This is an optimization exercise on Yosys and OpenROAD, whose aim is small area, not a production implementation.
No functional check of the RTL was part of this run.
Power and IR drop assume default switching activity.

**design.v**
```verilog
module Uart (clk, reset, rx, tx);
    input  wire clk, reset;
    input  wire rx;
    output wire tx;
    reg  [10:0] rc;
    wire        r_idle = (rc[10:1] == 10'd1);
    wire        r_done = r_idle & ~rc[0];
    always @(posedge clk or posedge reset) begin
        if (reset)       rc <= 11'd3;
        else if (r_idle) rc <= rx ? 11'd3 : 11'd834;
        else             rc <= rc + 11'd1;
    end
    reg rbit;
    always @(posedge clk)
        if (rc[6:0] == 7'd0) rbit <= rx;
    reg  [3:0] tp;
    reg  [6:0] tq;
    reg        txr;
    reg        pf;
    wire       empty, full;
    wire       t_idle = (tp == 4'd9);
    wire       q_end  = (tq == 7'd96);
    wire       t_rd   = (tp == 4'd15) & (tq == 7'd1);
    always @(posedge clk or posedge reset) begin
        if (reset) begin
            tp  <= 4'd9;
            txr <= 1'b1;
        end else if (t_idle) begin
            if (~empty) tp <= 4'd15;
        end else if (q_end) begin
            tp  <= tp + 4'd1;
            txr <= (tp == 4'd15) ? 1'b0 : (tp == 4'd8) ? 1'b1 : pf;
        end
    end
    always @(posedge clk)
        tq <= (t_idle | q_end) ? 7'd1 : {tq[5:0], tq[6] ^ tq[5]};
    assign tx = txr;
    reg [4:0] wpos, tpos;
    wire [4:0] wstep = {wpos[3:0], ~(wpos[4] ^ (wpos[0] & wpos[1]))};
    wire [4:0] tstep = {tpos[3:0], ~(tpos[4] ^ (tpos[0] & tpos[1]))};
    assign full  = (wpos == tpos);
    assign empty = (wstep == tpos);
    always @(posedge clk or posedge reset) begin
        if (reset) begin
            wpos <= 5'd2;
            tpos <= 5'd5;
        end else begin
            if (~(r_done & ~full)) wpos <= wstep;
            if (~t_rd)             tpos <= tstep;
        end
    end
    wire wr_ok = (wpos == 5'd2) & rc[10] & ~(full & (tp <= {1'b0, rc[9:7]}));
    wire [7:0] tail;
    genvar k;
    generate
        for (k = 0; k < 8; k = k + 1) begin : g_ring
            reg [16:0] r;
            wire we = wr_ok & (rc[9:7] == k);
            always @(posedge clk)
                r <= {r[15:0], we ? rbit : r[16]};
            assign tail[k] = r[16];
        end
    endgenerate
    always @(posedge clk)
        if (tpos == 5'd2) pf <= tail[tp[2:0]];
endmodule
```
**flow/run.sh**
```bash
#!/bin/bash
set -e
export CTS_ARGS="-sink_clustering_enable -repair_clock_nets -dont_use_dummy_load -buf_list sky130_fd_sc_hd__clkbuf_16 -sink_clustering_size 40 -sink_clustering_max_diameter 150 -sink_buffer_max_cap_derate 1.0"
bash standard.sh > standard.log 2>&1
```
**standard.sh**
```bash
#!/bin/bash
# synth_recipe.tcl (not shown) runs the flow's synth.tcl, then flattens the netlist and writes it again
# the make line also repeats each setting of config.mk as NAME=value (left out here)
make -C /OpenROAD-flow-scripts/flow DESIGN_CONFIG=/design/flow/config.mk WORK_HOME=/design/flow/orfs CLKGATE_MAP_FILE= SYNTH_SCRIPT=/design/flow/synth_recipe.tcl "${@:-finish}"
```
**config.mk**
```make
export PLATFORM = sky130hd
export DESIGN_NAME = Uart
export DESIGN_NICKNAME = Uart
export VERILOG_FILES = /design/flow/design.v
export SDC_FILE = /design/flow/constraint.sdc
export NUM_CORES = 4
export LEC_CHECK = 0
export CAP_MARGIN = 20
export CORE_MARGIN = 2
export CORE_UTILIZATION = 70
export SLEW_MARGIN = 20
```
**constraint.sdc**
```tcl
create_clock -name core_clock -period 8.0 [get_ports {clk}]
set_input_delay 1.6000 -clock core_clock [delete_from_list [all_inputs] [get_ports {clk}]]
set_output_delay 1.6000 -clock core_clock [all_outputs]
set_load 0.01 [all_outputs]
```
==> results.json <==
{
  "cts_setup_buffers": 0,
  "power.total_mw": 1.49,
  "setup.worst_path.end_class": "output port",
  "num_clock_sinks": 171,
  "postCtsHoldBufs": 0,
  "clock.fmax_mhz": 330,
  "synth_area_leader": "sky130_fd_sc_hd__dfxtp_1",
  "ctsResizeCount": 0,
  "grtUsageMet1_pct": 29.6,
  "chipWidth_um": 86.3,
  "top_level_ports": 4,
  "critical_path.reg2reg.startpoint": "rc[8]",
  "timing.critical_path.arrival_ns": 1.43,
  "post_syn_instances": 331,
  "wl_per_cell_um": 18.1,
  "layout-drive-gt1-share_pct": 10.8,
  "power_density_nw_per_um2": 284,
  "grt_max_degree": 27,
  "ir_drop_worst_case_vdd_mv": 0.218,
  "crit_buf_inv": 1,
  "grt_antenna_before_repair": 0,
  "cts_tree": "yes",
  "final.setup_skew_ns": 0.0261,
  "cts_max_level": 4,
  "routed_wl_um": 7590,
  "cpPeakStageDelay_ns": 0.52,
  "final.min_clock_period_ns": 3.03,
  "fp-row-count": 29,
  "dr.pass1.iters": 4,
  "cpLargestDelayFamily": "flip-flops",
  "drt_first_iter_violations": 113,
  "rsz0062_at_grt": "no",
  "postSynthNetCount": 342,
  "slack_of_the_worst_reg_to_reg_path_ns": 5.49,
  "post-synth-top-area-fraction_pct": 60.4,
  "worst_reg2reg_path_endpoint": "g_ring[5].r[0]",
  "synthArstFlopShare_pct": 15.2,
  "post_synth.cell_area_avg_um2": 14.3,
  "synth-seq-cells": 171,
  "synth.top_cells.by_area": "sky130_fd_sc_hd__dfxtp_1, sky130_fd_sc_hd__dfrtp_1, sky130_fd_sc_hd__dfstp_2, sky130_fd_sc_hd__xnor2_1, sky130_fd_sc_hd__mux2_1",
  "synthToLayoutAreaGrowth_pct": 10.8,
  "synth_seq_area_share_pct": 75.6,
  "worst-setup-path-type": "flop to output port",
  "max-cap-violations": 0,
  "die_area_um2": 7450,
  "critPathLaunch": "txr",
  "final_min_period_over_clock_period_pct": 37.9,
  "capturing_instance_or_port_of_the_critical_path": "tx",
  "clk_latency_ns": 0.41,
  "outcome": "complete, no violations",
  "gpl.final_weighted_congestion": 0.789,
  "die_y_um": 86.3,
  "count_of_different_cell_masters_after_synthesis": 42,
  "worstMarginPinSlew_ns": 0.886,
  "routed_via_density": 5.66,
  "cts_root_buffer": "sky130_fd_sc_hd__clkbuf_16",
  "grt_busiest_layer": "met2",
  "worst_ep_required_time_ns": 6.40,
  "max-clock-path-buffers": 2,
  "final.setup.tns_ns": 0,
  "antenna_cells_inserted": 0,
  "hold_class": "flop to flop",
  "grt.met3_usage_pct": 8.19,
  "layout.nets": 356,
  "hold_path_depth": 0,
  "grt_pass1_vias": 2446,
  "initial_utilization_pct": 73.4,
  "detailedPlacementHpwl_um": 4070,
  "yosysWarningCount": 1,
  "slew_headroom_pct": 40.6,
  "netlist_area_um2": 4740,
  "synthFlopType": "sky130_fd_sc_hd__dfxtp_1",
  "hold_violations": 0,
  "clkSlewWorstSetupHoldPaths_ns": 0.06,
  "crit_path_start_kind": "flop",
  "dr_total_vias": 2379,
  "antenna_left": 0,
  "io_buffer_count": 3,
  "worstRegToRegCells": 7,
  "groute.layer.met2.usage_pct": 35.4,
  "critical_path.cell_chain": "clkdlybuf4s50_1",
  "remaining_drc_errors": 0,
  "total_congestion_overflow_after_global_routing": 0,
  "critical-path-slowest-cell": "sky130_fd_sc_hd__dfstp_2",
  "slew_viol_final": 0,
  "cts_inserted_buffers": 17,
  "postLayoutCoreUtil_pct": 81.3,
  "synth_enable_flop_cells": 2,
  "report.final.setup_viol": 0,
  "total_track_usage_pct": 23.1,
  "cp.depth": 1,
  "grt_first_pass_wirelength_um": 12500,
  "floorplan.core_area_um2": 6460,
  "critical_path_peak_fanout": 2,
  "p_leak_nw": 2.13
}
-- routing by layer --
metal | part of all wire [%] | wire (um)
met2 | 50 | 3770
met3 | 3.2 | 244
met5 | 0 | 0
met1 | 45 | 3440
met4 | 1.8 | 133
-- synth_stat cells, drive strengths merged (3+ instances only) --
master and n:
ha 8, nor2 8, mux2 17, nand2 14, inv 10, xnor2 15
a2111oi 7, and2 7, nand3 8, dfrtp 18, nor4 5, dfstp 8
dfxtp 143, o21ai 11, nor3 3, buf 4, xor2 6, a21oi 5
nand4 5, clkbuf 4
-- layout by cell type, fill, tap and decap left out, drive strengths merged, types with 2 or more instances in the layout --
master           n
o21a             2
nor3             3
dfrtp           18
clkbuf          17
dfxtp          143
dfstp            8
mux4             2
nor2             8
nand4            5
xnor2           15
and4             2
and2             7
a2111oi          7
o21ai           11
nand2b           2
or2              2
xor2             6
ha               8
edfxtp           2
nand2           14
a21oi            5
mux2            17
inv              9
nor4             5
clkdlybuf4s50    3
nand3            8
nand3b           2
-- area by class of cell --
| type | instances | area, um^2 |
|---|---|---|
| fill | 311 | 1210 |
| sequential | 171 | 3580 |
| inverter | 10 | 37.5 |
| clock buffer | 17 | 425 |
| tap | 77 | 96.3 |
| timing repair buffer | 3 | 30.0 |
| multi-input combinational | 142 | 1080 |
-- cell families after synthesis --
logic type,Yosys count,synth area share [%]
xor gates and xnor gates,21,3.88
adders and majority gates,8,2.11
muxes,20,5.20
AOI/OAI and AO/OA,30,4.41
buffers and inverters,18,1.66
DFF,171,75.6
and+or+nand+nor,63,7.13
-- per-stage QoR --
step                hold WS (ns)  cell area, um^2  instances  setup WS, ns
global placement           0.311             4820        403          5.23
global route               0.320             5250        420          4.93
detailed placement         0.313             4820        403          5.18
floorplan                  0.310             4740        331          5.87
CTS                        0.317             5250        420          4.95
finish                     0.316             5250        420          4.97
-- power by group --
part / total [mW] / switching [mW] / internal, mW
registers: 0.856 / 0 / 0.856
logic: 0.00358 / 0.00268 / 0.000907
clock network: 0.630 / 0.263 / 0.368
-- flip-flops by register name, summed over array words and instances (netlist names) --
signal and cells:
rc 11, rbit 1, pf 1, txr 1
g_ring.r 136, tq 7, wpos 5, tp 4
tpos 5
-- how the worst min path moves through the flow --
stage	startpoint	end
6_report	g_ring[4].r[5]	g_ring[4].r[6]
5_1_grt	g_ring[1].r[0]	g_ring[1].r[1]
3_5_place_dp	g_ring[2].r[13]	g_ring[2].r[14]
2_1_floorplan	g_ring[0].r[9]	g_ring[0].r[10]
4_1_cts	g_ring[4].r[5]	g_ring[4].r[6]
3_3_place_gp	g_ring[7].r[15]	g_ring[7].r[16]

[afterwards: timing with drivers on the ports]
The flow's constraints put no driver on any port. The routed layout listed below was extracted and timed again, unchanged, in two steps. Step 1: set_driving_cell puts a clkbuf_16 on clk and a buf_2 on each other input, an assumption about the parent block. Step 2 moves the port delays by t, midway between the first and last clock arrival at a register: inputs arrive t later, outputs are due t later. That takes back most of the time a late clock gives input paths. a / b / c = no drivers / after step 1 / after step 2; a / b = the first two.
t (ns): 0.434
setup slack, ns: 4.968 / 4.931 / 5.365
worst setup path after step 2: register to output
After both steps this run still meets setup and hold. For this run, drivers alone change the setup slack by -0.037 ns; drivers and shift together by +0.397 ns.
